This is an optimization exercise on Yosys and OpenROAD, whose aim is small area, a short achievable clock period and few clock cycles per item, not a production implementation. RTL that was checked went through simulation tests only; none was proved equivalent to the original.

// FFT_Top
module FFT_Top(iRSTn,
               iCLK,
               iStart_INT,
               iCLR,
               iWR_EN,
               iWR_ADDR,
               iWR_DATA,
               oREADY,
               oEN,
               oDATA_re,
               oDATA_im);
Settings: LEC_CHECK=0, CAP_MARGIN=20, CORE_MARGIN=2, CORE_UTILIZATION=40, CTS_BUF_LIST=sky130_fd_sc_hd__clkbuf_8, PLACE_DENSITY=0.6, SLEW_MARGIN=20; clock period 10.0 ns.
standard.sh (not shown) runs the stock make flow with config.mk's settings and CLKGATE_MAP_FILE= SYNTH_SCRIPT=/design/flow/synth_recipe.tcl, a recipe that flattens the netlist after the stock synthesis.
==> flow/flow/run.sh <==
#!/bin/bash
set -euo pipefail
bash standard.sh SETUP_SLACK_MARGIN=6.5 TNS_END_PERCENT=100 finish > orfs_make.log 2>&1
The baseline completed with no timing, DRC or antenna violations.
Then changed:
Settings changed: CORE_UTILIZATION 40 to 60, CTS_BUF_LIST sky130_fd_sc_hd__clkbuf_8 to unset, PLACE_DENSITY 0.6 to 0.72.
=>
- worst hold slack is better by 0.0086 ns
- setup slack is worse by 0.057 ns
- global-route usage rises by 9.2 points
- critical path depth rises by 12
- cell count falls by 11%
- design area falls by 1.1%
- synthesized area is unchanged
Then changed:
Settings changed: CORE_UTILIZATION 60 to 40, PLACE_DENSITY 0.72 to 0.6.
Effect: Via count came out lower by 0.94%; setup slack is better by 0.10 ns; clock skew came out lower by 0.022 ns; cell area came out higher by 1.5%; global-route usage came out lower by 9.3 points; final cell count came out higher by 10%; non-clock buffer count came out higher by 1; maximum frequency came out higher by 2.8%; sequential share of layout area came out lower by 0.62 points.
No functional check of the RTL was part of any run of this note.

Another version of the RTL of FFT_Top (not shown whole).
For scale: about 8700 cells after synthesis, roughly 2000 flip-flops, roughly 75 I/O pins, about 95000 µm² of cells after synthesis.
export LEC_CHECK = 0
export CAP_MARGIN = 20
export CORE_MARGIN = 2
export CORE_UTILIZATION = 40
export CTS_CLUSTER_DIAMETER = 160
export CTS_CLUSTER_SIZE = 24
export PLACE_DENSITY = 0.6
export SLEW_MARGIN = 20
create_clock -name core_clock -period 10.0 [get_ports {iCLK}]
Scripts as last shown in full above: flow/flow/run.sh
The baseline went through all stages and came out clean.
Testbench counts at the start, summed over its fixed seeds: cycles 3,360, items 192.
Then changed:
==> flow/flow/run.sh (replaced) <==
#!/bin/bash
set -euo pipefail
bash standard.sh SETUP_SLACK_MARGIN=6.4 TNS_END_PERCENT=100 finish > orfs_make.log 2>&1
CTS_CLUSTER_DIAMETER = 140   (was 160)
CTS_CLUSTER_SIZE = 20   (was 24)
Result: Count of clock-buffer cells in the layout rose by 21. Global-route usage climbs by 0.15 points. Via count came out higher by 0.33%. Die area is unchanged. Hold slack is worse by 4.2 ps. Fmax is lower by 4.6%. Cell area barely changes. Routed wire length grows by 0.61%.
Then changed:
==> flow/flow/run.sh (replaced) <==
#!/bin/bash
set -euo pipefail
bash standard.sh SETUP_SLACK_MARGIN=6.5 TNS_END_PERCENT=100 finish > orfs_make.log 2>&1
Effect: The new run went through all stages and came out clean. Worst hold slack got worse by 6.2 ps. Final area came out higher slightly. First-iteration DRC count came out lower by a few percent. Die area is unchanged. Register-to-register slack improved by 190 ps.

Setup of run A:
Starting RTL as in the previous note.
Settings: LEC_CHECK=0, CAP_MARGIN=20, CORE_MARGIN=2, CORE_UTILIZATION=40, CTS_CLUSTER_DIAMETER=140, CTS_CLUSTER_SIZE=20, PLACE_DENSITY=0.6, SLEW_MARGIN=20; clock period 10.0 ns.
==> flow/flow/run.sh <==
#!/bin/bash
set -euo pipefail
bash standard.sh SETUP_SLACK_MARGIN=6.6 TNS_END_PERCENT=100 finish > orfs_make.log 2>&1
Run A: done, clean on timing, DRC and antenna
Testbench counts of run A, summed over its fixed seeds: cycles 3,360, items 192.
Modified inputs, run B compared to run A
Settings: CTS_CLUSTER_SIZE no longer set, was 20; CTS_CLUSTER_DIAMETER no longer set, was 140.
==> flow/flow/run.sh <==
#!/bin/bash
set -euo pipefail
bash standard.sh SETUP_SLACK_MARGIN=6.5 TNS_END_PERCENT=100 finish > orfs_make.log 2>&1
==> comparison <==
Number of H-tree levels (run B over run A): increase, 1
Count of unique library cells instantiated by Yosys: run B vs run A identical
Area of placed instances: run A vs run B, no meaningful difference
~same global-route wire length before repair in run B and run A
STATUS clock skew: run B loses against run A
Changes observed in run B relative to run A: area of the multi-input gates went down 480 um2; sequential cell area share saw a decrease.
On final non-filler cell total: run B sits above run A.
Relative to run B, the following input files were edited for run C:
Settings: setting CTS_CLUSTER_SIZE to 28 for the first time; setting CTS_CLUSTER_DIAMETER to 180 for the first time.
### Flow results
- Going from run B to run C, area growth from synthesis to layout now sits lower; first-iteration DRC count now sits lower; met3 global-route usage now sits lower; data arrival time of the worst path now sits lower.
- No stage failed in run C, and the final checks on the layout all came back clean.
- Run C vs. run B: setup slack went down by 0.0068 ns.
- Taking run B as the reference, in run C non-clock buffer count climbed 2.
Edits applied to the flow inputs when going from run C to run D:
Settings: swapping 180 for 140 in CTS_CLUSTER_DIAMETER; swapping 40 for 50 in CORE_UTILIZATION; swapping 28 for 20 in CTS_CLUSTER_SIZE; swapping 0.6 for 0.7 in PLACE_DENSITY.
==> notes.md <==
Run D and run C all finish clean.
Any difference in flip-flop and latch count between run D and run C is small enough to ignore.
Against run C as the reference, run D delivers a lower register clock-pin slew on the reported worst setup and hold paths.
Looking only at data required time of the worst path, and setting everything else aside, the lower value of run D and run C goes to run D.
Summary: with run C as the reference, number of tap cells added at floorplan in run D moved down by more than 10%.
Comparing run D and run C, the higher met3 track demand over resource in global routing is on run D.
Going from run C to run D, the number of signal-net buffers in the layout was found to have gone up by 1.8%.
In the reports for run D and run C, the larger total routing usage reported by global routing belongs to run D.
Run C → run D: maximum frequency went down by 1.1%.
NOTE die area run C->run D decreased by more than 10%

## port drivers added, routing unchanged
How much do the figures lean on ideal ports? The routed layouts below were timed once more, with nothing changed but the port constraints. Step 1 sets driving cells, clkbuf_16 on the clock port and buf_2 on the other inputs (assumed; they add their load-dependent delay and slew). Step 2 times the ports against the registers' clock, not the clock port: input delays grow and output delays shrink by t, the midpoint of the rising clock arrivals with the driver on. a / b / c = ideal / step 1 / step 2; a / b = the first two.
run | t, ns | setup WS [ns] | worst setup path at the end | clock arrival spread, ns | pins driven straight from the clock port
the first run of note 1 | 1.103 | 6.354 / 6.266 / 5.663 | input to register | 0.132 / 0.132 | 1
the second run of note 1 | 0.906 | 6.297 / 6.297 / 5.864 | input to register | 0.126 / 0.126 | 1
the third run of note 1 | 0.935 | 6.400 / 6.367 / 5.852 | input to register | 0.122 / 0.122 | 1
the first run of note 2 | 0.844 | 6.467 / 6.467 / 5.839 | input to register | 0.106 / 0.106 | 1
the second run of note 2 | 0.859 | 6.298 / 6.298 / 5.710 | input to register | 0.077 / 0.077 | 1
the third run of note 2 | 0.844 | 6.492 / 6.468 / 5.785 | input to register | 0.141 / 0.141 | 1
run A | 0.860 | 6.427 / 6.380 / 5.839 | input to register | 0.108 / 0.109 | 1
run B | 0.895 | 6.453 / 6.422 / 5.761 | input to register | 0.119 / 0.119 | 1
run C | 0.834 | 6.446 / 6.446 / 5.842 | input to register | 0.104 / 0.105 | 1
run D | 0.873 | 6.407 / 6.407 / 5.759 | input to register | 0.100 / 0.101 | 1
After both steps setup and hold are still met in every run listed. For the third run of note 2, which loses most, drivers alone change the setup slack by -0.024 ns; drivers and shift together by -0.707 ns.
